What follows belongs to an exercise in optimizing a design on an open flow for small area and a short achievable clock period; a production flow would make more cautious choices. The RTL was checked by simulation tests, not by an equivalence proof against the original design. Power is estimated from default activity; no workload was simulated.

### flow/design.v
`timescale 1ns / 1ps
module FA (
  input  X,   
  input  Y,   
  input  C,   
  output F,   
  output G,   
  output P    
);
  assign F = X ^ Y ^ C;
  assign G = X & Y;
  assign P = X + Y;
endmodule
`timescale 1ns / 1ps
module CLA4 (
  input  G3,   
  input  G2,   
  input  G1,   
  input  G0,   
  input  P3,   
  input  P2,   
  input  P1,   
  input  P0,   
  output C3,   
  output C2,   
  output C1,   
  output C0,   
  input  Cin   
);
  assign C0 = G0 + (P0 & Cin);
  assign C1 = G1 + (P1 & G0) + (P1 & P0 & Cin);
  assign C2 = G2 + (P2 & G1) + (P2 & P1 & G0) + (P2 & P1 & P0 & Cin);
  assign C3 = G3 + (P3 & G2) + (P3 & P2 & G1) + (P3 & P2 & P1 & G0) + (P3 & P3 & P1 & P0 & Cin);
endmodule
`timescale 1ns / 1ps
module Adder4 (
  input  [3:0] X,      
  input  [3:0] Y,      
  input        Cin,    
  output       Cout,   
  output [3:0] F,      
  output       Gm,
  output       Pm,
  output       C2
);
  wire [3:0] G, P, C;
  FA L3 (
    .X(X[3]),
    .Y(Y[3]),
    .C(C[2]),
    .F(F[3]),
    .G(G[3]),
    .P(P[3])
  );
  FA L2 (
    .X(X[2]),
    .Y(Y[2]),
    .C(C[1]),
    .F(F[2]),
    .G(G[2]),
    .P(P[2])
  );
  FA L1 (
    .X(X[1]),
    .Y(Y[1]),
    .C(C[0]),
    .F(F[1]),
    .G(G[1]),
    .P(P[1])
  );
  FA L0 (
    .X(X[0]),
    .Y(Y[0]),
    .C(Cin),
    .F(F[0]),
    .G(G[0]),
    .P(P[0])
  );
  CLA4 CLA (
    .G3(G[3]),
    .G2(G[2]),
    .G1(G[1]),
    .G0(G[0]),
    .P3(P[3]),
    .P2(P[2]),
    .P1(P[1]),
    .P0(P[0]),
    .C3(C[3]),
    .C2(C[2]),
    .C1(C[1]),
    .C0(C[0]),
    .Cin(Cin)
  );
  assign Cout = C[3];
  assign C2   = C[2];
  assign Gm   = G[3] + (P[3] & G[2]) + (P[3] & P[2] & G[1]) + (P[3] & P[2] & P[1] & G[0]);
  assign Pm   = P[3] & P[2] & P[1] & P[0];
endmodule
`timescale 1ns / 1ps
module Adder16 (
  input  [15:0] A,
  input  [15:0] B,
  input         Cin,
  output [15:0] F,
  output        Px,
  output        Gx,
  output        C14
);
  wire C15, C11, C7, C3;
  wire Pm3, Pm2, Pm1, Pm0;
  wire Gm3, Gm2, Gm1, Gm0;
  Adder4 U3 (
    .X(A[15:12]),
    .Y(B[15:12]),
    .Cin(C11),
    .Cout(),
    .F(F[15:12]),
    .Gm(Gm3),
    .Pm(Pm3),
    .C2(C14)
  );
  Adder4 U2 (
    .X(A[11:8]),
    .Y(B[11:8]),
    .Cin(C7),
    .Cout(),
    .F(F[11:8]),
    .Gm(Gm2),
    .Pm(Pm2),
    .C2()
  );
  Adder4 U1 (
    .X(A[7:4]),
    .Y(B[7:4]),
    .Cin(C3),
    .Cout(),
    .F(F[7:4]),
    .Gm(Gm1),
    .Pm(Pm1),
    .C2()
  );
  Adder4 U0 (
    .X(A[3:0]),
    .Y(B[3:0]),
    .Cin(Cin),
    .Cout(),
    .F(F[3:0]),
    .Gm(Gm0),
    .Pm(Pm0),
    .C2()
  );
  assign C3  = Gm0 + (Pm0 & Cin);
  assign C7  = Gm1 + (Pm1 & Gm0) + (Pm1 & Pm0 & Cin);
  assign C11 = Gm2 + (Pm2 & Gm1) + (Pm2 & Pm1 & Gm0) + (Pm2 & Pm1 & Pm0 & Cin);
  assign Px  = Pm3 & Pm2 & Pm1 & Pm0;
  assign Gx  = Gm3 + (Pm3 & Gm2) + (Pm3 & Pm2 & Gm1) + (Pm3 & Pm2 & Pm1 & Gm0);
endmodule
`timescale 1ns / 1ps
module Adder32 (
  input  [31:0] A,      
  input  [31:0] B,      
  output [31:0] F,      
  input         Cin,    
  output        Cout,   
  output        OF,     
  output        SF,     
  output        ZF,     
  output        CF      
);
  wire Gx1, Gx0, Px1, Px0;
  wire C15, C31, C30;
  Adder16 LW (
    .A(A[15:0]),
    .B(B[15:0]),
    .Cin(Cin),
    .F(F[15:0]),
    .Px(Px0),
    .Gx(Gx0),
    .C14()
  );
  Adder16 HW (
    .A(A[31:16]),
    .B(B[31:16]),
    .Cin(C15),
    .F(F[31:16]),
    .Px(Px1),
    .Gx(Gx1),
    .C14(C30)
  );
  assign C15  = Gx0 + (Px0 & Cin);
  assign C31  = Gx1 + (Px1 & Gx0) + (Px1 & Px0 & Cin);
  assign Cout = C31;
  assign OF   = C31 ^ C30;
  assign SF   = F[31];
  assign ZF   = ~|F;
  assign CF   = Cout ^ Cin;
endmodule
`timescale 1ns / 1ps
module BEXT (
  input         datain,     
  output [31:0] dataout     
);
  assign dataout = {32{datain}};
endmodule
`timescale 1ns / 1ps
module MUX1X2 (
    input X1, X0,
    input S,
    output wire Y
);
    assign Y = S ? X1 : X0;
endmodule
`timescale 1ns / 1ps
module MUX32X2 (
    input [31: 0] X1, X0,
    input S,
    output wire [31: 0] Y
);
    assign Y = S ? X1 : X0;
endmodule
`timescale 1ns / 1ps
module MUX32X4 (
    input [31: 0] X3, X2, X1, X0,
    input [1: 0] S,
    output wire [31: 0] Y
);
    assign Y = S == 2'b11 ? X3 :
               S == 2'b10 ? X2 :
               S == 2'b01 ? X1 :
                            X0;
endmodule
`timescale 1ns / 1ps
module MUX3X2 (
    input [2:0] X1, X0,
    input S,
    output wire [2:0] Y
);
    assign Y = S ? X1 : X0;
endmodule
`timescale 1ns / 1ps
module ALUCTR (
  input  [2:0] ALUctr,  
  output       SUBctr,  
  output [1:0] OPctr,   
  output       OVctr,   
  output       SIGctr   
);
  assign SUBctr  = ALUctr[2];
  assign OVctr   = !ALUctr[1] & ALUctr[0];
  assign SIGctr  = ALUctr[0];
  assign OPctr[1] = ALUctr[2] & ALUctr[1];
  assign OPctr[0] = !ALUctr[2] & ALUctr[1] & !ALUctr[0];
endmodule
`timescale 1ns / 1ps
module ALU (
    input [31: 0] A, B,
    input [2: 0] ALUctr,
    output wire [31: 0] Result,
    output wire Overflow, Z
);
    wire SUBctr, OVctr, SIGctr;
    wire [1: 0] OPctr;
    ALUCTR aluctr (
        .ALUctr(ALUctr),
        .SUBctr(SUBctr),
        .OVctr(OVctr),
        .SIGctr(SIGctr),
        .OPctr(OPctr)
    );
    wire [31: 0] ext_SUBctr;
    BEXT bext1 (
        .datain(SUBctr),
        .dataout(ext_SUBctr)
    );
    wire [31: 0] realB;
    assign realB = B ^ ext_SUBctr;
    wire [31: 0] F;
    wire OF, SF, CF;
    wire __ignore_for_adder__;
    Adder32 adder (
        .A(A),
        .B(realB),
        .F(F),
        .Cin(SUBctr),
        .Cout(__ignore_for_adder__),
        .ZF(Z),
        .OF(OF),
        .SF(SF),
        .CF(CF)
    );
    assign Overflow = OVctr & OF;
    wire [31: 0] orresult;
    assign orresult = A | B;
    wire SFxorOF;
    assign SFxorOF = SF ^ OF;
    wire x1;
    MUX1X2 mux1 (
        .X1(SFxorOF),
        .X0(CF),
        .S(SIGctr),
        .Y(x1)
    );
    wire [31: 0] _32h0, _32h1;
    assign _32h0 = 32'h0;
    assign _32h1 = 32'h1;
    wire [31: 0] out2;
    MUX32X2 mux2 (
        .X1(_32h1),
        .X0(_32h0),
        .S(x1),
        .Y(out2)
    );
    wire [31: 0] __ignore_for_mux3__;
    MUX32X4 mux3 (
        .X3(__ignore_for_mux3__),
        .X2(out2),
        .X1(orresult),
        .X0(F),
        .S(OPctr),
        .Y(Result)
    );
endmodule
`timescale 1ns / 1ps
module PC (
  input         Clk,    
  input         Clrn,   
  input  [31:0] PCin,   
  output [31:0] PCout   
);
  reg [31:0] PC;
  always @(negedge Clk) begin
    if (!Clrn) PC <= 32'h00000000;
    else PC <= PCin;
  end
  assign PCout = PC;
endmodule
`timescale 1ns / 1ps
module Ext (
  input  [15:0] imm16,   
  input         ExtOp,   
  output [31:0] Extout   
);
  assign Extout = ExtOp ? {{16{imm16[15]}}, imm16} : {16'h0000, imm16};
endmodule
`timescale 1ns / 1ps
module ControlUnit_main (
  input  [5:0] OP,      
  output       RegWr,   
  output       ALUSrc,  
  output       RegDst,  
  output       MemtoReg,  
  output       MemWr,   
  output       Branch,  
  output       Jump,    
  output       ExtOp,   
  output [2:0] ALUop,   
  output       R_type   
);
  wire ori   = !OP[5] & !OP[4] & OP[3] & OP[2] & !OP[1] & OP[0];    
  wire addiu = !OP[5] & !OP[4] & OP[3] & !OP[2] & !OP[1] & OP[0];   
  wire lw    = OP[5] & !OP[4] & !OP[3] & !OP[2] & OP[1] & OP[0];    
  wire sw    = OP[5] & !OP[4] & OP[3] & !OP[2] & OP[1] & OP[0];     
  wire beq   = !OP[5] & !OP[4] & !OP[3] & OP[2] & !OP[1] & !OP[0];  
  wire jump  = !OP[5] & !OP[4] & !OP[3] & !OP[2] & OP[1] & !OP[0];  
  assign RegWr    = R_type | ori | addiu | lw;
  assign ALUSrc   = ori | addiu | lw | sw;
  assign RegDst   = R_type;
  assign MemtoReg = lw;
  assign MemWr    = sw;
  assign Branch   = beq;
  assign Jump     = jump;
  assign ExtOp    = addiu | lw | sw;
  assign ALUop[0] = R_type;
  assign ALUop[1] = ori;
  assign ALUop[2] = beq;
  assign R_type   = !OP[5] & !OP[4] & !OP[3] & !OP[2] & !OP[1] & !OP[0];
endmodule
`timescale 1ns / 1ps
module ControlUnit_ALU (
  input  [5:0] func,    
  output [2:0] ALUctr   
);
  assign ALUctr[2] = !func[2] & func[1];
  assign ALUctr[1] = func[3] & !func[2] & func[1];
  assign ALUctr[0] = !func[3] & !func[2] & !func[0] | !func[2] & func[1] & !func[0];
endmodule
`timescale 1ns / 1ps
module ControlUnit (
  input  [5:0] OP,     
  input  [5:0] func,   
  output       RegWr,  
  output       ALUSrc,  
  output       RegDst,  
  output       MemtoReg,  
  output       MemWr,  
  output       Branch,  
  output       Jump,   
  output       ExtOp,  
  output [2:0] ALUctr  
);
  wire [2:0] ALUop;    
  wire [2:0] ALUop_R;  
  wire R_type;         
  ControlUnit_main U1 (  
    .OP(OP),
    .RegWr(RegWr),
    .ALUSrc(ALUSrc),
    .RegDst(RegDst),
    .MemtoReg(MemtoReg),
    .MemWr(MemWr),
    .Branch(Branch),
    .Jump(Jump),
    .ExtOp(ExtOp),
    .ALUop(ALUop),
    .R_type(R_type)
  );
  ControlUnit_ALU U2 (  
    .func(func),
    .ALUctr(ALUop_R)
  );
  MUX3X2 U3 (  
    .X1(ALUop_R),
    .X0(ALUop),
    .S(R_type),
    .Y(ALUctr)
  );
endmodule
`timescale 1ns / 1ps
module RegFiles (
  input        CLK,     
  input  [31:0] busW,   
  input        WE,      
  input  [4:0]  Rw,     
  input  [4:0]  Ra,     
  input  [4:0]  Rb,     
  output [31:0] busA,   
  output [31:0] busB    
);
  reg [31:0] RegFiles[31:0];  
  always @(negedge CLK) begin
    if (WE && Rw != 5'b00000) RegFiles[Rw] <= busW;  
  end
  assign busA = (Ra == 5'b00000) ? 32'h00000000 : RegFiles[Ra];
  assign busB = (Rb == 5'b00000) ? 32'h00000000 : RegFiles[Rb];
endmodule
`timescale 1ns / 1ps
module DetUnit (
    input  [4:0] E_Rs,      
    input  [4:0] E_Rt,      
    input        E_ALUSrc,  
    input  [4:0] M_Rw,      
    input  [4:0] W_Rw,      
    input        M_RegWr,   
    input        W_RegWr,   
    output [1:0] ALUSrcA,   
    output [1:0] ALUSrcB    
);
    wire C1A = M_RegWr && (M_Rw == E_Rs);
    wire C1B = M_RegWr && (M_Rw == E_Rt);
    wire C2A = W_RegWr && (W_Rw == E_Rs);
    wire C2B = W_RegWr && (W_Rw == E_Rt);
    assign ALUSrcA = C1A ? 2'b01 : C2A ? 2'b10 : 2'b00;
    assign ALUSrcB = E_ALUSrc ? 2'b11 : C1B ? 2'b01 : C2B ? 2'b10 : 2'b00;
endmodule
`timescale 1ns / 1ps
module DetUnit_load (
    input       E_MemtoReg,  
    input [4:0] Rs,          
    input [4:0] Rt,          
    input [4:0] E_Rt,        
    output      load_use     
);
    assign load_use = E_MemtoReg && ((E_Rt == Rs) || (E_Rt == Rt));
endmodule
`timescale 1ns / 1ps
module DetUnit_MEM (
    input  [4:0] M_Rt,      
    input  [4:0] W_Rw,      
    input        W_RegWr,   
    input        M_MemWr,   
    output       forward_busB  
);
    assign forward_busB = M_MemWr && W_RegWr && (W_Rw == M_Rt) && (W_Rw != 5'd0);
endmodule
`timescale 1ns / 1ps
module STAGE_IF (
    input              Clk,                     
    input              Clrn,                    
    input              stall,                   
    input              MEM_PCSrc,               
    input      [31:0]  MEM_Btarg_or_Jtarg,      
    input      [31:0]  IF_imem_data,            
    output reg [31:0]  IFout_PC,                
    output reg [31:0]  IFout_PC4,               
    output reg [31:0]  IFout_Inst               
);
    wire [31:0] pcin;
    wire [31:0] next_pc;
    MUX32X2 mux_pcin (
        .X1(MEM_Btarg_or_Jtarg),
        .X0(IFout_PC4),
        .S(MEM_PCSrc),
        .Y(next_pc)
    );
    assign pcin = stall ? IFout_PC : next_pc;
    wire [31:0] pc_wire;
    PC pc (
        .Clk(Clk),
        .Clrn(Clrn),
        .PCin(pcin),
        .PCout(pc_wire)
    );
    wire [31:0] inst_data;
    assign inst_data = IF_imem_data;
    always @(posedge Clk or negedge Clrn) begin
        if (!Clrn) begin
            IFout_PC  <= 32'd0;
            IFout_PC4 <= 32'd4;
            IFout_Inst<= 32'd0;
        end else if (!stall) begin
            IFout_PC  <= pc_wire;
            IFout_PC4 <= pc_wire + 32'd4;
            IFout_Inst<= inst_data;
        end
    end
endmodule
`timescale 1ns / 1ps
module REG_IF_ID (
    input Clk,                         
    input Clrn,                        
    input stall,                       
    input MEM_PCSrc,                   
    input [31:0] IF_PC4,               
    input [31:0] IF_PC,                
    input [31:0] IF_Inst,              
    output reg [31:0] ID_PC4,          
    output reg [31:0] ID_PC,           
    output reg [31:0] ID_Inst          
);
    always @(negedge Clk) begin
        if (!Clrn || MEM_PCSrc) begin
            ID_PC4  <= 32'h0;
            ID_PC   <= 32'h0;
            ID_Inst <= 32'h0;
        end
        else if (!stall) begin
            ID_PC4  <= IF_PC4;
            ID_PC   <= IF_PC;
            ID_Inst <= IF_Inst;
        end
    end
endmodule
`timescale 1ns / 1ps
module STAGE_ID (
    input              Clk,                     
    input      [31:0]  IDin_PC4,                
    input      [31:0]  IDin_PC,                 
    input      [31:0]  IDin_Inst,               
    input              WR_RegWE,                
    input      [4:0]   WR_Rw,                   
    input      [31:0]  WR_RegDin,               
    output     [31:0]  IDout_PC4,               
    output     [31:0]  IDout_Jtarg,             
    output     [31:0]  IDout_busA,              
    output     [31:0]  IDout_busB,              
    output     [4:0]   IDout_Rs,                
    output     [4:0]   IDout_Rt,                
    output     [4:0]   IDout_Rd,                
    output     [5:0]   IDout_func,              
    output     [15:0]  IDout_immd,              
    output             IDout_RegWr,             
    output             IDout_ALUSrc,            
    output             IDout_RegDst,            
    output             IDout_MemtoReg,          
    output             IDout_MemWr,             
    output             IDout_Branch,            
    output             IDout_Jump,              
    output             IDout_ExtOp,             
    output             IDout_R_type,            
    output     [2:0]   IDout_ALUop              
);
    wire [4:0]  ID_Rt     = IDin_Inst[20:16];
    wire [4:0]  ID_Rd     = IDin_Inst[15:11];
    wire [15:0] ID_imm16  = IDin_Inst[15:0];
    wire [5:0]  ID_func   = IDin_Inst[5:0];
    wire [5:0]  id_op     = IDin_Inst[31:26];
    wire [4:0]  id_rs     = IDin_Inst[25:21];
    ControlUnit cu (
        .OP(id_op),
        .func(ID_func),
        .RegWr(IDout_RegWr),
        .ALUSrc(IDout_ALUSrc),
        .RegDst(IDout_RegDst),
        .MemtoReg(IDout_MemtoReg),
        .MemWr(IDout_MemWr),
        .Branch(IDout_Branch),
        .Jump(IDout_Jump),
        .ExtOp(IDout_ExtOp),
        .ALUctr(IDout_ALUop)
    );
    assign IDout_R_type = id_op == 6'b000000;
    RegFiles regfiles (
        .CLK(Clk),
        .busW(WR_RegDin),
        .WE(WR_RegWE),
        .Rw(WR_Rw),
        .Ra(id_rs),
        .Rb(ID_Rt),
        .busA(IDout_busA),
        .busB(IDout_busB)
    );
    assign IDout_PC4   = IDin_PC4;
    assign IDout_Rs    = id_rs;
    assign IDout_Rt    = ID_Rt;
    assign IDout_Rd    = ID_Rd;
    assign IDout_func  = ID_func;
    assign IDout_immd  = ID_imm16;
    assign IDout_Jtarg = { IDin_PC4[31:28], IDin_Inst[25:0], 2'b00 };
endmodule
`timescale 1ns / 1ps
module REG_ID_EX (
    input Clk,                                     
    input Clrn,                                    
    input bubble,                                  
    input MEM_PCSrc,                               
    input [31:0] ID_PC4,                          
    input [31:0] ID_Jtarg,                        
    input [31:0] ID_busA,                         
    input [31:0] ID_busB,                         
    input [4:0] ID_Rs,                            
    input [4:0] ID_Rt,                            
    input [4:0] ID_Rd,                            
    input [5:0] ID_func,                          
    input [15:0] ID_immd,                         
    input ID_RegWr,                               
    input ID_ALUSrc,                              
    input ID_RegDst,                              
    input ID_MemtoReg,                            
    input ID_MemWr,                               
    input ID_Branch,                              
    input ID_Jump,                                
    input ID_ExtOp,                               
    input [2:0] ID_ALUop,                         
    input ID_R_type,                              
    output reg [31:0] EX_PC4,                     
    output reg [31:0] EX_Jtarg,                   
    output reg [31:0] EX_busA,                    
    output reg [31:0] EX_busB,                    
    output reg [4:0] EX_Rs,                       
    output reg [4:0] EX_Rt,                       
    output reg [4:0] EX_Rd,                       
    output reg [5:0] EX_func,                     
    output reg [15:0] EX_immd,                    
    output reg EX_RegWr,                          
    output reg EX_ALUSrc,                         
    output reg EX_RegDst,                         
    output reg EX_MemtoReg,                       
    output reg EX_MemWr,                          
    output reg EX_Branch,                         
    output reg EX_Jump,                           
    output reg EX_ExtOp,                          
    output reg [2:0] EX_ALUop,                    
    output reg EX_R_type                          
);
    always @(negedge Clk) begin
        if (!Clrn || MEM_PCSrc) begin
            EX_PC4     <= 32'h0;
            EX_Jtarg   <= 32'h0;
            EX_busA    <= 32'h0;
            EX_busB    <= 32'h0;
            EX_Rs      <= 5'h0;
            EX_Rt      <= 5'h0;
            EX_Rd      <= 5'h0;
            EX_func    <= 6'h0;
            EX_immd    <= 16'h0;
            EX_ALUop   <= 3'h0;
            EX_RegWr   <= 1'b0;
            EX_ALUSrc  <= 1'b0;
            EX_RegDst  <= 1'b0;
            EX_MemtoReg <= 1'b0;
            EX_MemWr   <= 1'b0;
            EX_Branch  <= 1'b0;
            EX_Jump    <= 1'b0;
            EX_ExtOp   <= 1'b0;
            EX_R_type  <= 1'b0;
        end
        else if (bubble) begin
            EX_PC4     <= ID_PC4;
            EX_Jtarg   <= ID_Jtarg;
            EX_busA    <= ID_busA;
            EX_busB    <= ID_busB;
            EX_Rs      <= ID_Rs;
            EX_Rt      <= ID_Rt;
            EX_Rd      <= ID_Rd;
            EX_func    <= ID_func;
            EX_immd    <= ID_immd;
            EX_ALUop   <= ID_ALUop;
            EX_RegWr   <= 1'b0;   
            EX_ALUSrc  <= ID_ALUSrc;
            EX_RegDst  <= ID_RegDst;
            EX_MemtoReg <= 1'b0;
            EX_MemWr   <= 1'b0;
            EX_Branch  <= 1'b0;
            EX_Jump    <= 1'b0;
            EX_ExtOp   <= ID_ExtOp;
            EX_R_type  <= ID_R_type;
        end
        else begin
            EX_PC4     <= ID_PC4;
            EX_Jtarg   <= ID_Jtarg;
            EX_busA    <= ID_busA;
            EX_busB    <= ID_busB;
            EX_Rs      <= ID_Rs;
            EX_Rt      <= ID_Rt;
            EX_Rd      <= ID_Rd;
            EX_func    <= ID_func;
            EX_immd    <= ID_immd;
            EX_ALUop   <= ID_ALUop;
            EX_RegWr   <= ID_RegWr;
            EX_ALUSrc  <= ID_ALUSrc;
            EX_RegDst  <= ID_RegDst;
            EX_MemtoReg <= ID_MemtoReg;
            EX_MemWr   <= ID_MemWr;
            EX_Branch  <= ID_Branch;
            EX_Jump    <= ID_Jump;
            EX_ExtOp   <= ID_ExtOp;
            EX_R_type  <= ID_R_type;
        end
    end
endmodule
`timescale 1ns / 1ps
module STAGE_EX (
    input              Clk,                     
    input      [31:0]  EXin_PC4,                
    input      [31:0]  EXin_Jtarg,              
    input      [31:0]  EXin_busA,               
    input      [31:0]  EXin_busB,               
    input      [4:0]   EXin_Rs,                 
    input      [4:0]   EXin_Rt,                 
    input      [4:0]   EXin_Rd,                 
    input      [5:0]   EXin_func,                
    input      [15:0]  EXin_immd,                
    input              EXin_RegWr,               
    input              EXin_ALUSrc,             
    input              EXin_RegDst,             
    input              EXin_MemtoReg,           
    input              EXin_MemWr,              
    input              EXin_Branch,             
    input              EXin_Jump,               
    input              EXin_ExtOp,              
    input              EXin_R_type,             
    input      [2:0]   EXin_ALUop,               
    input      [31:0]  MEM_ALUout,              
    input      [4:0]   MEM_Rw,                  
    input              MEM_RegWr,               
    input      [31:0]  WR_RegDin,               
    input      [4:0]   WR_Rw,                   
    input              WR_RegWr,                
    output     [31:0]  EXout_Btarg,              
    output     [31:0]  EXout_Jtarg,              
    output     [31:0]  EXout_busB,               
    output     [31:0]  EXout_ALUout,            
    output     [4:0]   EXout_Rw,                 
    output             EXout_Zero,               
    output             EXout_Overflow,           
    output             EXout_RegWr,              
    output             EXout_MemtoReg,           
    output             EXout_MemWr,              
    output             EXout_Branch,             
    output             EXout_Jump                
);
    wire [31:0] EX_ext_immd;
    Ext ext_inst (
        .imm16(EXin_immd),
        .ExtOp(EXin_ExtOp),
        .Extout(EX_ext_immd)
    );
    wire [1:0] ALUSrcA_ctrl, ALUSrcB_ctrl;
    DetUnit forward_unit (
        .E_Rs(EXin_Rs),
        .E_Rt(EXin_Rt),
        .E_ALUSrc(EXin_ALUSrc),
        .M_Rw(MEM_Rw),
        .W_Rw(WR_Rw),
        .M_RegWr(MEM_RegWr),
        .W_RegWr(WR_RegWr),
        .ALUSrcA(ALUSrcA_ctrl),
        .ALUSrcB(ALUSrcB_ctrl)
    );
    wire [31:0] ALU_A;
    assign ALU_A = (ALUSrcA_ctrl == 2'b01) ? MEM_ALUout :
                   (ALUSrcA_ctrl == 2'b10) ? WR_RegDin :
                   EXin_busA;
    wire [31:0] forwarded_busB;
    assign forwarded_busB = (ALUSrcB_ctrl == 2'b01) ? MEM_ALUout :
                            (ALUSrcB_ctrl == 2'b10) ? WR_RegDin :
                            EXin_busB;
    wire [31:0] ALU_B;
    assign ALU_B = EXin_ALUSrc ? EX_ext_immd : forwarded_busB;
    wire [31:0] ALU_result;
    wire ALU_overflow, ALU_zero;
    ALU alu_inst (
        .A(ALU_A),
        .B(ALU_B),
        .ALUctr(EXin_ALUop),
        .Result(ALU_result),
        .Overflow(ALU_overflow),
        .Z(ALU_zero)
    );
    wire [31:0] EX_shifted_immd = EX_ext_immd << 2;
    assign EXout_Btarg = EXin_PC4 + EX_shifted_immd;
    assign EXout_Jtarg    = EXin_Jtarg;
    assign EXout_busB     = forwarded_busB;   
    assign EXout_ALUout   = ALU_result;
    assign EXout_Rw       = EXin_RegDst ? EXin_Rd : EXin_Rt;
    assign EXout_Zero     = ALU_zero;
    assign EXout_Overflow = ALU_overflow;
    assign EXout_RegWr    = EXin_RegWr;
    assign EXout_MemtoReg = EXin_MemtoReg;
    assign EXout_MemWr    = EXin_MemWr;
    assign EXout_Branch   = EXin_Branch;
    assign EXout_Jump     = EXin_Jump;
endmodule
`timescale 1ns / 1ps
module REG_EX_MEM (
    input Clk,                           
    input Clrn,                          
    input MEM_PCSrc,                     
    input [31:0] EX_Btarg,               
    input [31:0] EX_Jtarg,               
    input [31:0] EX_busB,                
    input [31:0] EX_ALUout,              
    input [4:0] EX_Rw,                   
    input [4:0] EX_Rt,                   
    input EX_Zero,                       
    input EX_Overflow,                   
    input EX_RegWr,                      
    input EX_MemtoReg,                   
    input EX_MemWr,                      
    input EX_Branch,                     
    input EX_Jump,                       
    output reg [31:0] MEM_Btarg,         
    output reg [31:0] MEM_Jtarg,         
    output reg [31:0] MEM_busB,          
    output reg [31:0] MEM_ALUout,        
    output reg [4:0] MEM_Rw,             
    output reg [4:0] MEM_Rt,             
    output reg MEM_Zero,                 
    output reg MEM_Overflow,             
    output reg MEM_RegWr,                
    output reg MEM_MemtoReg,             
    output reg MEM_MemWr,                
    output reg MEM_Branch,               
    output reg MEM_Jump                  
);
    always @(negedge Clk) begin
        if (!Clrn || MEM_PCSrc) begin
            MEM_Btarg   <= 32'h0;
            MEM_Jtarg   <= 32'h0;
            MEM_busB    <= 32'h0;
            MEM_ALUout  <= 32'h0;
            MEM_Rw      <= 5'h0;
            MEM_Rt      <= 5'h0;
            MEM_Zero    <= 1'b0;
            MEM_Overflow <= 1'b0;
            MEM_RegWr   <= 1'b0;
            MEM_MemtoReg <= 1'b0;
            MEM_MemWr   <= 1'b0;
            MEM_Branch  <= 1'b0;
            MEM_Jump    <= 1'b0;
        end
        else begin
            MEM_Btarg   <= EX_Btarg;
            MEM_Jtarg   <= EX_Jtarg;
            MEM_busB    <= EX_busB;
            MEM_ALUout  <= EX_ALUout;
            MEM_Rw      <= EX_Rw;
            MEM_Rt      <= EX_Rt;
            MEM_Zero    <= EX_Zero;
            MEM_Overflow <= EX_Overflow;
            MEM_RegWr   <= EX_RegWr;
            MEM_MemtoReg <= EX_MemtoReg;
            MEM_MemWr   <= EX_MemWr;
            MEM_Branch  <= EX_Branch;
            MEM_Jump    <= EX_Jump;
        end
    end
endmodule
`timescale 1ns / 1ps
module STAGE_MEM (
    input              Clk,                     
    input      [31:0]  MEMin_Btarg,             
    input      [31:0]  MEMin_Jtarg,             
    input      [31:0]  MEMin_busB,              
    input      [31:0]  MEMin_ALUout,            
    input      [4:0]   MEMin_Rw,                
    input      [4:0]   MEMin_Rt,                
    input              MEMin_Zero,               
    input              MEMin_Overflow,          
    input              MEMin_RegWr,             
    input              MEMin_MemtoReg,          
    input              MEMin_MemWr,             
    input              MEMin_Branch,            
    input              MEMin_Jump,               
    input      [31:0]  WR_RegDin,               
    input      [4:0]   WR_Rw,                   
    input              WR_RegWr,                
    output     [31:0]  MEMout_Dout,             
    output     [31:0]  MEMout_ALUout,           
    output     [31:0]  MEMout_Btarg_or_Jtarg,   
    output     [4:0]   MEMout_Rw,               
    output             MEMout_Overflow,         
    output             MEMout_MemtoReg,         
    output             MEMout_RegWr,            
    output             MEMout_PCSrc,            
    output             MEM_dmem_we,             
    output             MEM_dmem_re,             
    output     [31:0]  MEM_dmem_addr,           
    output     [31:0]  MEM_dmem_wdata,          
    input      [31:0]  MEM_dmem_rdata           
);
    wire mem_forward_busB;
    DetUnit_MEM det_mem (
        .M_Rt(MEMin_Rt),
        .W_Rw(WR_Rw),
        .W_RegWr(WR_RegWr),
        .M_MemWr(MEMin_MemWr),
        .forward_busB(mem_forward_busB)
    );
    wire [31:0] DataIn_forward;
    assign DataIn_forward = mem_forward_busB ? WR_RegDin : MEMin_busB;
    wire [31:0] mem_dout;
    assign MEM_dmem_we    = MEMin_MemWr;
    assign MEM_dmem_re    = MEMin_MemtoReg;
    assign MEM_dmem_addr  = MEMin_ALUout;
    assign MEM_dmem_wdata = DataIn_forward;
    assign mem_dout       = MEM_dmem_rdata;
    assign MEMout_Dout       = mem_dout;
    assign MEMout_ALUout     = MEMin_ALUout;
    assign MEMout_Btarg_or_Jtarg = MEMin_Jump ? MEMin_Jtarg : MEMin_Btarg;
    assign MEMout_Rw         = MEMin_Rw;
    assign MEMout_Overflow   = MEMin_Overflow;
    assign MEMout_MemtoReg   = MEMin_MemtoReg;
    assign MEMout_RegWr      = MEMin_RegWr;
    assign MEMout_PCSrc      = MEMin_Jump | (MEMin_Branch & MEMin_Zero);
endmodule
`timescale 1ns / 1ps
module REG_MEM_WR (
    input Clk,                           
    input Clrn,                          
    input [31:0] MEM_Dout,               
    input [31:0] MEM_ALUout,             
    input [4:0] MEM_Rw,                  
    input MEM_Overflow,                  
    input MEM_MemtoReg,                  
    input MEM_RegWr,                     
    output reg [31:0] WR_Dout,           
    output reg [31:0] WR_ALUout,         
    output reg [4:0] WR_Rw,              
    output reg WR_Overflow,              
    output reg WR_MemtoReg,              
    output reg WR_RegWr                  
);
    always @(negedge Clk) begin
        if (!Clrn) begin
            WR_Dout     <= 32'h0;
            WR_ALUout   <= 32'h0;
            WR_Rw       <= 5'h0;
            WR_Overflow <= 1'b0;
            WR_MemtoReg <= 1'b0;
            WR_RegWr    <= 1'b0;
        end
        else begin
            WR_Dout     <= MEM_Dout;
            WR_ALUout   <= MEM_ALUout;
            WR_Rw       <= MEM_Rw;
            WR_Overflow <= MEM_Overflow;
            WR_MemtoReg <= MEM_MemtoReg;
            WR_RegWr    <= MEM_RegWr;
        end
    end
endmodule
`timescale 1ns / 1ps
module STAGE_WR (
    input      [31:0]  WRin_Dout,               
    input      [31:0]  WRin_ALUout,             
    input      [4:0]   WRin_Rw,                 
    input              WRin_Overflow,           
    input              WRin_MemtoReg,           
    input              WRin_RegWr,             
    output     [31:0]  WRout_RegDin,            
    output     [4:0]   WRout_Rw,                
    output             WRout_RegWE              
);
    assign WRout_RegDin = WRin_MemtoReg ? WRin_Dout : WRin_ALUout;
    assign WRout_Rw = WRin_Rw;
    assign WRout_RegWE = WRin_RegWr & (~WRin_Overflow);
endmodule
`timescale 1ns / 1ps
module PPCPU (
    input Clk,
    input Clrn,
    output [31:0] imem_addr,   
    input  [31:0] imem_data,   
    output        dmem_we,   
    output        dmem_re,   
    output [31:0] dmem_addr,   
    output [31:0] dmem_wdata,   
    input  [31:0] dmem_rdata,   
    output        wb_we,   
    output [ 4:0] wb_rw,   
    output [31:0] wb_data   
);
  wire [31:0] IFout_PC;   
  wire [31:0] IFout_PC4;   
  wire [31:0] IFout_Inst;   
  wire [31:0] ID_PC4;   
  wire [31:0] ID_PC;   
  wire [31:0] ID_Inst;   
  wire [31:0] IDout_PC4;   
  wire [31:0] IDout_Jtarg;   
  wire [31:0] IDout_busA;   
  wire [31:0] IDout_busB;   
  wire [ 4:0] IDout_Rs;   
  wire [ 4:0] IDout_Rt;   
  wire [ 4:0] IDout_Rd;   
  wire [ 5:0] IDout_func;   
  wire [15:0] IDout_immd;   
  wire        IDout_RegWr;   
  wire        IDout_ALUSrc;   
  wire        IDout_RegDst;   
  wire        IDout_MemtoReg;   
  wire        IDout_MemWr;   
  wire        IDout_Branch;   
  wire        IDout_Jump;   
  wire        IDout_ExtOp;   
  wire        IDout_R_type;   
  wire [ 2:0] IDout_ALUop;   
  wire [31:0] EX_PC4;   
  wire [31:0] EX_Jtarg;   
  wire [31:0] EX_busA;   
  wire [31:0] EX_busB;   
  wire [ 4:0] EX_Rs;   
  wire [ 4:0] EX_Rt;   
  wire [ 4:0] EX_Rd;   
  wire [ 5:0] EX_func;   
  wire [15:0] EX_immd;   
  wire        EX_RegWr;   
  wire        EX_ALUSrc;   
  wire        EX_RegDst;   
  wire        EX_MemtoReg;   
  wire        EX_MemWr;   
  wire        EX_Branch;   
  wire        EX_Jump;   
  wire        EX_ExtOp;   
  wire        EX_R_type;   
  wire [ 2:0] EX_ALUop;   
  wire [31:0] EXout_Btarg;   
  wire [31:0] EXout_Jtarg;   
  wire [31:0] EXout_busB;   
  wire [31:0] EXout_ALUout;   
  wire [ 4:0] EXout_Rw;   
  wire        EXout_Zero;   
  wire        EXout_Overflow;   
  wire        EXout_RegWr;   
  wire        EXout_MemtoReg;   
  wire        EXout_MemWr;   
  wire        EXout_Branch;   
  wire        EXout_Jump;   
  wire [31:0] MEM_Btarg;   
  wire [31:0] MEM_Jtarg;   
  wire [31:0] MEM_busB;   
  wire [31:0] MEM_ALUout;   
  wire [ 4:0] MEM_Rw;   
  wire [ 4:0] MEM_Rt;   
  wire        MEM_Overflow;   
  wire        MEM_Zero;   
  wire        MEM_RegWr;   
  wire        MEM_MemtoReg;   
  wire        MEM_MemWr;   
  wire        MEM_Branch;   
  wire        MEM_Jump;   
  wire [31:0] MEMout_Dout;   
  wire [31:0] MEMout_ALUout;   
  wire [31:0] MEMout_Btarg_or_Jtarg;   
  wire [ 4:0] MEMout_Rw;   
  wire        MEMout_Overflow;   
  wire        MEMout_MemtoReg;   
  wire        MEMout_RegWr;   
  wire        MEMout_PCSrc;   
  wire [31:0] WR_Dout;   
  wire [31:0] WR_ALUout;   
  wire [ 4:0] WR_Rw;   
  wire        WR_Overflow;   
  wire        WR_MemtoReg;   
  wire        WR_RegWr;   
  wire [31:0] WRout_RegDin;   
  wire [ 4:0] WRout_Rw;   
  wire        WRout_RegWE;   
  wire load_use_stall;   
  DetUnit_load load_hazard_detector (
      .E_MemtoReg(EX_MemtoReg),
      .Rs(ID_Inst[25:21]),
      .Rt(ID_Inst[20:16]),
      .E_Rt(EX_Rt),
      .load_use(load_use_stall)
  );
  STAGE_IF IF_Stage (
      .Clk(Clk),
      .Clrn(Clrn),
      .stall(load_use_stall),
      .MEM_PCSrc(MEMout_PCSrc),
      .MEM_Btarg_or_Jtarg(MEMout_Btarg_or_Jtarg),
      .IF_imem_data(imem_data),
      .IFout_PC(IFout_PC),
      .IFout_PC4(IFout_PC4),
      .IFout_Inst(IFout_Inst)
  );
  REG_IF_ID IF_ID_Reg (
      .Clk(Clk),
      .Clrn(Clrn),
      .stall(load_use_stall),
      .MEM_PCSrc(MEMout_PCSrc),
      .IF_PC4(IFout_PC4),
      .IF_PC(IFout_PC),
      .IF_Inst(IFout_Inst),
      .ID_PC4(ID_PC4),
      .ID_PC(ID_PC),
      .ID_Inst(ID_Inst)
  );
  STAGE_ID ID_Stage (
      .Clk(Clk),
      .IDin_PC4(ID_PC4),
      .IDin_PC(ID_PC),
      .IDin_Inst(ID_Inst),
      .WR_RegWE(WRout_RegWE),
      .WR_Rw(WRout_Rw),
      .WR_RegDin(WRout_RegDin),
      .IDout_PC4(IDout_PC4),
      .IDout_Jtarg(IDout_Jtarg),
      .IDout_busA(IDout_busA),
      .IDout_busB(IDout_busB),
      .IDout_Rs(IDout_Rs),
      .IDout_Rt(IDout_Rt),
      .IDout_Rd(IDout_Rd),
      .IDout_func(IDout_func),
      .IDout_immd(IDout_immd),
      .IDout_RegWr(IDout_RegWr),
      .IDout_ALUSrc(IDout_ALUSrc),
      .IDout_RegDst(IDout_RegDst),
      .IDout_MemtoReg(IDout_MemtoReg),
      .IDout_MemWr(IDout_MemWr),
      .IDout_Branch(IDout_Branch),
      .IDout_Jump(IDout_Jump),
      .IDout_ExtOp(IDout_ExtOp),
      .IDout_R_type(IDout_R_type),
      .IDout_ALUop(IDout_ALUop)
  );
  REG_ID_EX ID_EX_Reg (
      .Clk(Clk),
      .Clrn(Clrn),
      .bubble(load_use_stall),
      .MEM_PCSrc(MEMout_PCSrc),
      .ID_PC4(IDout_PC4),
      .ID_Jtarg(IDout_Jtarg),
      .ID_busA(IDout_busA),
      .ID_busB(IDout_busB),
      .ID_Rs(IDout_Rs),
      .ID_Rt(IDout_Rt),
      .ID_Rd(IDout_Rd),
      .ID_func(IDout_func),
      .ID_immd(IDout_immd),
      .ID_RegWr(IDout_RegWr),
      .ID_ALUSrc(IDout_ALUSrc),
      .ID_RegDst(IDout_RegDst),
      .ID_MemtoReg(IDout_MemtoReg),
      .ID_MemWr(IDout_MemWr),
      .ID_Branch(IDout_Branch),
      .ID_Jump(IDout_Jump),
      .ID_ExtOp(IDout_ExtOp),
      .ID_ALUop(IDout_ALUop),
      .ID_R_type(IDout_R_type),
      .EX_PC4(EX_PC4),
      .EX_Jtarg(EX_Jtarg),
      .EX_Rs(EX_Rs),
      .EX_Rt(EX_Rt),
      .EX_Rd(EX_Rd),
      .EX_func(EX_func),
      .EX_immd(EX_immd),
      .EX_busA(EX_busA),
      .EX_busB(EX_busB),
      .EX_RegWr(EX_RegWr),
      .EX_ALUSrc(EX_ALUSrc),
      .EX_RegDst(EX_RegDst),
      .EX_MemtoReg(EX_MemtoReg),
      .EX_MemWr(EX_MemWr),
      .EX_Branch(EX_Branch),
      .EX_Jump(EX_Jump),
      .EX_ExtOp(EX_ExtOp),
      .EX_ALUop(EX_ALUop),
      .EX_R_type(EX_R_type)
  );
  STAGE_EX EX_Stage (
      .Clk(Clk),
      .EXin_PC4(EX_PC4),
      .EXin_Jtarg(EX_Jtarg),
      .EXin_busA(EX_busA),
      .EXin_busB(EX_busB),
      .EXin_Rs(EX_Rs),
      .EXin_Rt(EX_Rt),
      .EXin_Rd(EX_Rd),
      .EXin_func(EX_func),
      .EXin_immd(EX_immd),
      .EXin_RegWr(EX_RegWr),
      .EXin_ALUSrc(EX_ALUSrc),
      .EXin_RegDst(EX_RegDst),
      .EXin_MemtoReg(EX_MemtoReg),
      .EXin_MemWr(EX_MemWr),
      .EXin_Branch(EX_Branch),
      .EXin_Jump(EX_Jump),
      .EXin_ExtOp(EX_ExtOp),
      .EXin_R_type(EX_R_type),
      .EXin_ALUop(EX_ALUop),
      .MEM_ALUout(MEM_ALUout),
      .MEM_Rw(MEM_Rw),
      .MEM_RegWr(MEM_RegWr),
      .WR_RegDin(WRout_RegDin),
      .WR_Rw(WRout_Rw),
      .WR_RegWr(WRout_RegWE),
      .EXout_Btarg(EXout_Btarg),
      .EXout_Jtarg(EXout_Jtarg),
      .EXout_busB(EXout_busB),
      .EXout_ALUout(EXout_ALUout),
      .EXout_Rw(EXout_Rw),
      .EXout_Zero(EXout_Zero),
      .EXout_Overflow(EXout_Overflow),
      .EXout_RegWr(EXout_RegWr),
      .EXout_MemtoReg(EXout_MemtoReg),
      .EXout_MemWr(EXout_MemWr),
      .EXout_Branch(EXout_Branch),
      .EXout_Jump(EXout_Jump)
  );
  REG_EX_MEM EX_MEM_Reg (
      .Clk(Clk),
      .Clrn(Clrn),
      .MEM_PCSrc(MEMout_PCSrc),
      .EX_Btarg(EXout_Btarg),
      .EX_Jtarg(EXout_Jtarg),
      .EX_busB(EXout_busB),
      .EX_ALUout(EXout_ALUout),
      .EX_Rw(EXout_Rw),
      .EX_Rt(EX_Rt),   
      .EX_Zero(EXout_Zero),
      .EX_Overflow(EXout_Overflow),
      .EX_RegWr(EXout_RegWr),
      .EX_MemtoReg(EXout_MemtoReg),
      .EX_MemWr(EXout_MemWr),
      .EX_Branch(EXout_Branch),
      .EX_Jump(EXout_Jump),
      .MEM_Btarg(MEM_Btarg),
      .MEM_Jtarg(MEM_Jtarg),
      .MEM_busB(MEM_busB),
      .MEM_ALUout(MEM_ALUout),
      .MEM_Rw(MEM_Rw),
      .MEM_Rt(MEM_Rt),   
      .MEM_Zero(MEM_Zero),
      .MEM_Overflow(MEM_Overflow),
      .MEM_RegWr(MEM_RegWr),
      .MEM_MemtoReg(MEM_MemtoReg),
      .MEM_MemWr(MEM_MemWr),
      .MEM_Branch(MEM_Branch),
      .MEM_Jump(MEM_Jump)
  );
  STAGE_MEM MEM_Stage (
      .Clk(Clk),
      .MEMin_Btarg(MEM_Btarg),
      .MEMin_Jtarg(MEM_Jtarg),
      .MEMin_busB(MEM_busB),
      .MEMin_ALUout(MEM_ALUout),
      .MEMin_Rw(MEM_Rw),
      .MEMin_Rt(MEM_Rt),   
      .MEMin_Zero(MEM_Zero),
      .MEMin_Overflow(MEM_Overflow),
      .MEMin_RegWr(MEM_RegWr),
      .MEMin_MemtoReg(MEM_MemtoReg),
      .MEMin_MemWr(MEM_MemWr),
      .MEMin_Branch(MEM_Branch),
      .MEMin_Jump(MEM_Jump),
      .WR_RegDin(WRout_RegDin),
      .WR_Rw(WRout_Rw),
      .WR_RegWr(WRout_RegWE),
      .MEMout_Dout(MEMout_Dout),
      .MEMout_ALUout(MEMout_ALUout),
      .MEMout_Btarg_or_Jtarg(MEMout_Btarg_or_Jtarg),
      .MEMout_Rw(MEMout_Rw),
      .MEMout_Overflow(MEMout_Overflow),
      .MEMout_MemtoReg(MEMout_MemtoReg),
      .MEMout_RegWr(MEMout_RegWr),
      .MEMout_PCSrc(MEMout_PCSrc),
      .MEM_dmem_we(dmem_we),
      .MEM_dmem_re(dmem_re),
      .MEM_dmem_addr(dmem_addr),
      .MEM_dmem_wdata(dmem_wdata),
      .MEM_dmem_rdata(dmem_rdata)
  );
  REG_MEM_WR MEM_WR_Reg (
      .Clk(Clk),
      .Clrn(Clrn),
      .MEM_Dout(MEMout_Dout),
      .MEM_ALUout(MEMout_ALUout),
      .MEM_Rw(MEMout_Rw),
      .MEM_Overflow(MEMout_Overflow),
      .MEM_MemtoReg(MEMout_MemtoReg),
      .MEM_RegWr(MEMout_RegWr),
      .WR_Dout(WR_Dout),
      .WR_ALUout(WR_ALUout),
      .WR_Rw(WR_Rw),
      .WR_Overflow(WR_Overflow),
      .WR_MemtoReg(WR_MemtoReg),
      .WR_RegWr(WR_RegWr)
  );
  STAGE_WR WR_Stage (
      .WRin_Dout(WR_Dout),
      .WRin_ALUout(WR_ALUout),
      .WRin_Rw(WR_Rw),
      .WRin_Overflow(WR_Overflow),
      .WRin_MemtoReg(WR_MemtoReg),
      .WRin_RegWr(WR_RegWr),
      .WRout_RegDin(WRout_RegDin),
      .WRout_Rw(WRout_Rw),
      .WRout_RegWE(WRout_RegWE)
  );
  assign imem_addr = IFout_PC;
  assign wb_we = WRout_RegWE;
  assign wb_rw = WRout_Rw;
  assign wb_data = WRout_RegDin;
endmodule
### flow/run.sh
#!/bin/bash
# synth_recipe.tcl (not shown) runs the flow's synth.tcl, then flattens the netlist and writes it again
# the make line also repeats each setting of config.mk as NAME=value (left out here)
make -C /OpenROAD-flow-scripts/flow DESIGN_CONFIG=/design/flow/config.mk WORK_HOME=/design/flow/orfs CLKGATE_MAP_FILE= SYNTH_SCRIPT=/design/flow/synth_recipe.tcl finish
### flow/config.mk
export PLATFORM = sky130hd
export DESIGN_NAME = PPCPU
export DESIGN_NICKNAME = PPCPU
export VERILOG_FILES = /design/flow/design.v
export SDC_FILE = /design/flow/constraint.sdc
export NUM_CORES = 4
export LEC_CHECK = 0
export CAP_MARGIN = 20
export CORE_MARGIN = 2
export CORE_UTILIZATION = 40
export SLEW_MARGIN = 20
### flow/constraint.sdc
create_clock -name core_clock -period 13.0 [get_ports {Clk}]
set_input_delay 2.6000 -clock core_clock [delete_from_list [all_inputs] [get_ports {Clk}]]
set_output_delay 2.6000 -clock core_clock [all_outputs]
set_load 0.01 [all_outputs]
==> impl_results.md <==
* Dpl hpwl at 142 mm
* Register area at 41,900 µm²
* Slowest CP cell: or3_1
* CTS Hold Bufs at 0
* Share of power burned in registers at 0.409
* Post-Synthesis Cells at 5,208
* Outcome: finished clean
* Yosys top cell area share at 0.435
* Core area at 176,000 µm²
* Post-synth EDFFs at 1,024
* Area contributors post-synth: edfxtp_1 (44%), mux4_2 (13%), dfxtp_1 (12%)
* Post-synth cell types at 74
* Tightest Pin Transition at 1.17 ns
* Sw frac at 0.306
* CP top delay family: simple AND/OR/NAND/NOR gates
* Via Count at 52,993
* Fraction of layout cells with a size suffix above 1 at 0.141
* Post-synthesis register bit count at 1,557
* Fin. Hold Viols at 0
* TritonCTS Buffers at 173
* DR WL met2 at 114 mm
* Worst path required time at 10.40 ns
* Startpoint Class: flop
* Clock tree buffer depth at 3
* Mapped Avg Cell Area at 13.6 µm²
* Crit path buffers/inverters at 2
* Die area at 180,000 µm²
* Met3 WL post-DR at 24.7 mm
* HP Class: flop to flop
* Leakage Power at 0.0360 µW
* DR pass1 iterations at 6
* CTS HTree Levels at 4
* MaxCap Viol Count at 0
* DRC at 0
* Final setup viols at 0
* P_int at 9430 µW
* Top FF cell, synth: edfxtp_1
* CP Capture Type: primary output
* Top Metal Used: met5
* Hold_ws at 0.416 ns
* Cell taking the most area after synthesis: edfxtp_1
* Synthesis warning total at 39
* Root Buffer: clkbuf_16
* Final count of pins violating max slew at 0
* Antenna viol nets, final at 0
* Worst Setup Path Type: flop to primary output
* WL final at 245 mm
* Max IR drop VDD at 0.137 mV
* Clock slew at reported path FFs at 0.04 ns
* Die Width at 424 µm
* PortBufs at 201
* GP Congestion at 0.944
* Sequential cell area fraction in the yosys report at 0.593
* Power Dens Cells at 156 nW/µm²
* Share of power burned in combinational logic at 0.086
* Worst Skew at 0.0863 ns
* Initial Util at 0.402
* Final TNS setup at 0 ns
* Rows at 154
* Drt wl/cell at 26.2 µm
* Design area at 87,300 µm²
* Footprint of the multi-input gates at 27,600 µm²
* CP arrival at 10.10 ns
* Drt first-iter violations at 6,222
* Finished Core Util at 0.496
* Initial antenna violation count at 8
* Syn-to-layout area delta at 23.5%
* Largest net degree at the start of global routing at 127
* Final net count at 6,985
* CTS tree: done
* Global-route wire length before repair at 350 mm
* Worst-path maximum fanout at 33
* Routed vias/inst at 5.68
* Fillers at 15,504
* Post-synth ARST share at 0.0604
* Tot GR Track Use at 0.267
* Placement Cell Area at 75,800 µm²
* IO Count at 202
* Net Sw Power at 4160 µW
* Die Y at 424 µm
* Clock sinks at 1,557
* Worst-skew pair later-pin latency at 0.84 ns
* Vias in the first global route at 54,318
* Clock power frac at 0.505
* Met1 WL at 94.4 mm
* CP Cell Sequence: or3_1 -> nor2_1 -> nor3_1 -> a21oi_1 -> or3_4 -> buf_4 -> mux2_2 -> clkdlybuf4s50_1
* CP max stage delay at 0.53 ns
* Mapped cell area at 70,700 µm²
* Pwr Total at 13,600 µW
* RSZ-0062 raised after global routing: no
* Total gr overflow at 0
* Max-Slew Margin vs Limit at 0.222
## cell families (layout without fill, tap and decap cells)
logic type / count (synthesis) / in the layout / share of synthesized area
AO/OA/AOI/OAI: 887 / 887 / 0.0749
XOR/XNOR: 174 / 174 / 0.0216
adder cells (fa/ha/maj): 69 / 69 / 0.0130
buffers and inverters: 425 / 2172 / 0.0229
flip-flops: 1557 / 1557 / 0.593
multiplexers: 827 / 827 / 0.192
other: 1 / 34 / 0.0000531
AND/OR/NAND/NOR: 1268 / 1268 / 0.0830
## synthesized netlist by cell type, drive strengths merged, types with 83 or more instances
cell type,n
dfrtp,93
mux2i,326
xnor2,91
dfxtp,439
and2,190
nor2,253
mux2,88
o21ai,241
nor3,84
clkbuf,285
xor2,83
nand2,568
edfxtp,1024
a21oi,336
mux4,413
## cell type report
class | count | share of cell area
Timing Repair Buffer | 340 | 0.0365
Clock inverter | 1591 | 0.0805
Antenna cell | 2 | 0.0000574
Sequential cell | 1557 | 0.480
Clock buffer | 183 | 0.0503
Tap cell | 2340 | 0.0336
Multi-Input combinational cell | 3257 | 0.316
Inverter | 58 | 0.00252
## per-stage QoR
step | instances | worst slack, ns
after floorplan | 5239 | 1.75
after global placement | 7553 | 0.860
after detailed placement | 7553 | 0.922
after CTS | 9326 | 0.0714
after global routing | 9327 | 0.194
final | 9328 | 0.299
## power by group through the flow
stage / registers, µW / clock network (µW) / logic, µW
global placement: 5620 / 669 / 1130
global route: 5550 / 7530 / 1230
detailed placement: 5620 / 669 / 1140
floorplan: 5550 / 669 / 698
CTS: 5550 / 7000 / 1150
finish: 5560 / 6860 / 1160
## flip-flops by register name, indices dropped and copies added (netlist names), 5 cells and up
signal                      cells
IF_Stage.IFout_Inst            32
MEM_WR_Reg.WR_ALUout           32
ID_Stage.regfiles.RegFiles   1024
EX_MEM_Reg.MEM_Btarg           32
IF_Stage.pc.PC                 32
IF_Stage.IFout_PC              30
ID_EX_Reg.EX_immd              15
EX_MEM_Reg.MEM_Rw               5
EX_MEM_Reg.MEM_busB            32
IF_ID_Reg.ID_PC4               32
MEM_WR_Reg.WR_Dout             32
EX_MEM_Reg.MEM_ALUout          32
ID_EX_Reg.EX_PC4               28
ID_EX_Reg.EX_busA              32
IF_ID_Reg.ID_Inst              32
ID_EX_Reg.EX_Jtarg              7
EX_MEM_Reg.MEM_Jtarg           26
ID_EX_Reg.EX_busB              32
IF_Stage.IFout_PC4             32
MEM_WR_Reg.WR_Rw                5
## final timing paths
kind	from	end	slack [ns]	cells after the start
min	ID_EX_Reg.EX_PC4[1]	EX_MEM_Reg.MEM_Btarg[1]	0.42	1
max reg2reg	ID_EX_Reg.EX_Jtarg[22]	EX_MEM_Reg.MEM_Zero	2.64	31
max in group asynchronous	Clrn	IF_Stage.IFout_Inst[17]	9.43	3
max	MEM_WR_Reg.WR_Rw[2]	dmem_wdata[7]	0.30	8
min reg2reg	ID_EX_Reg.EX_PC4[1]	EX_MEM_Reg.MEM_Btarg[1]	0.42	1
min in group asynchronous	Clrn	IF_Stage.IFout_PC4[4]	2.03	2
## metal layers
metal  vias up  global-route usage
li1      23032                   -
met5         -                   0
met4         6               0.149
met3       546              0.0768
met1     26553               0.339
met2      2856               0.412
## worst register-to-register path, delay by kind of cell (launching register included)
kind	cells	cell delay, ns
mux	3	0.82
xor+xnor	3	0.61
simple gates	17	5.11
compound gates	4	1.51
flops	1	0.52
fa+ha+maj	2	1.02
buf+inv	2	0.67
## what timing repair did
action	in CTS	in global routing
resized for setup	0	1
setup buffers	0	0
endpoints found under the setup margin	0	6
## placed cells by master, fill, tap and decap left out, types with 33 or more instances in the layout
master	count
o221ai_1	78
nand2_1	565
clkbuf_16	173
xnor2_1	91
inv_1	1550
o21ai_0	238
a211oi_1	40
buf_4	129
mux4_2	413
mux2i_1	326
nor2_1	225
and2_1	189
a21boi_0	35
clkinvlp_2	33
dfrtp_1	93
clkdlybuf4s50_1	200
o22ai_1	80
xor2_1	83
nor3_1	82
mux2_2	87
edfxtp_1	1024
a21oi_1	336
ha_1	62
dfxtp_1	426
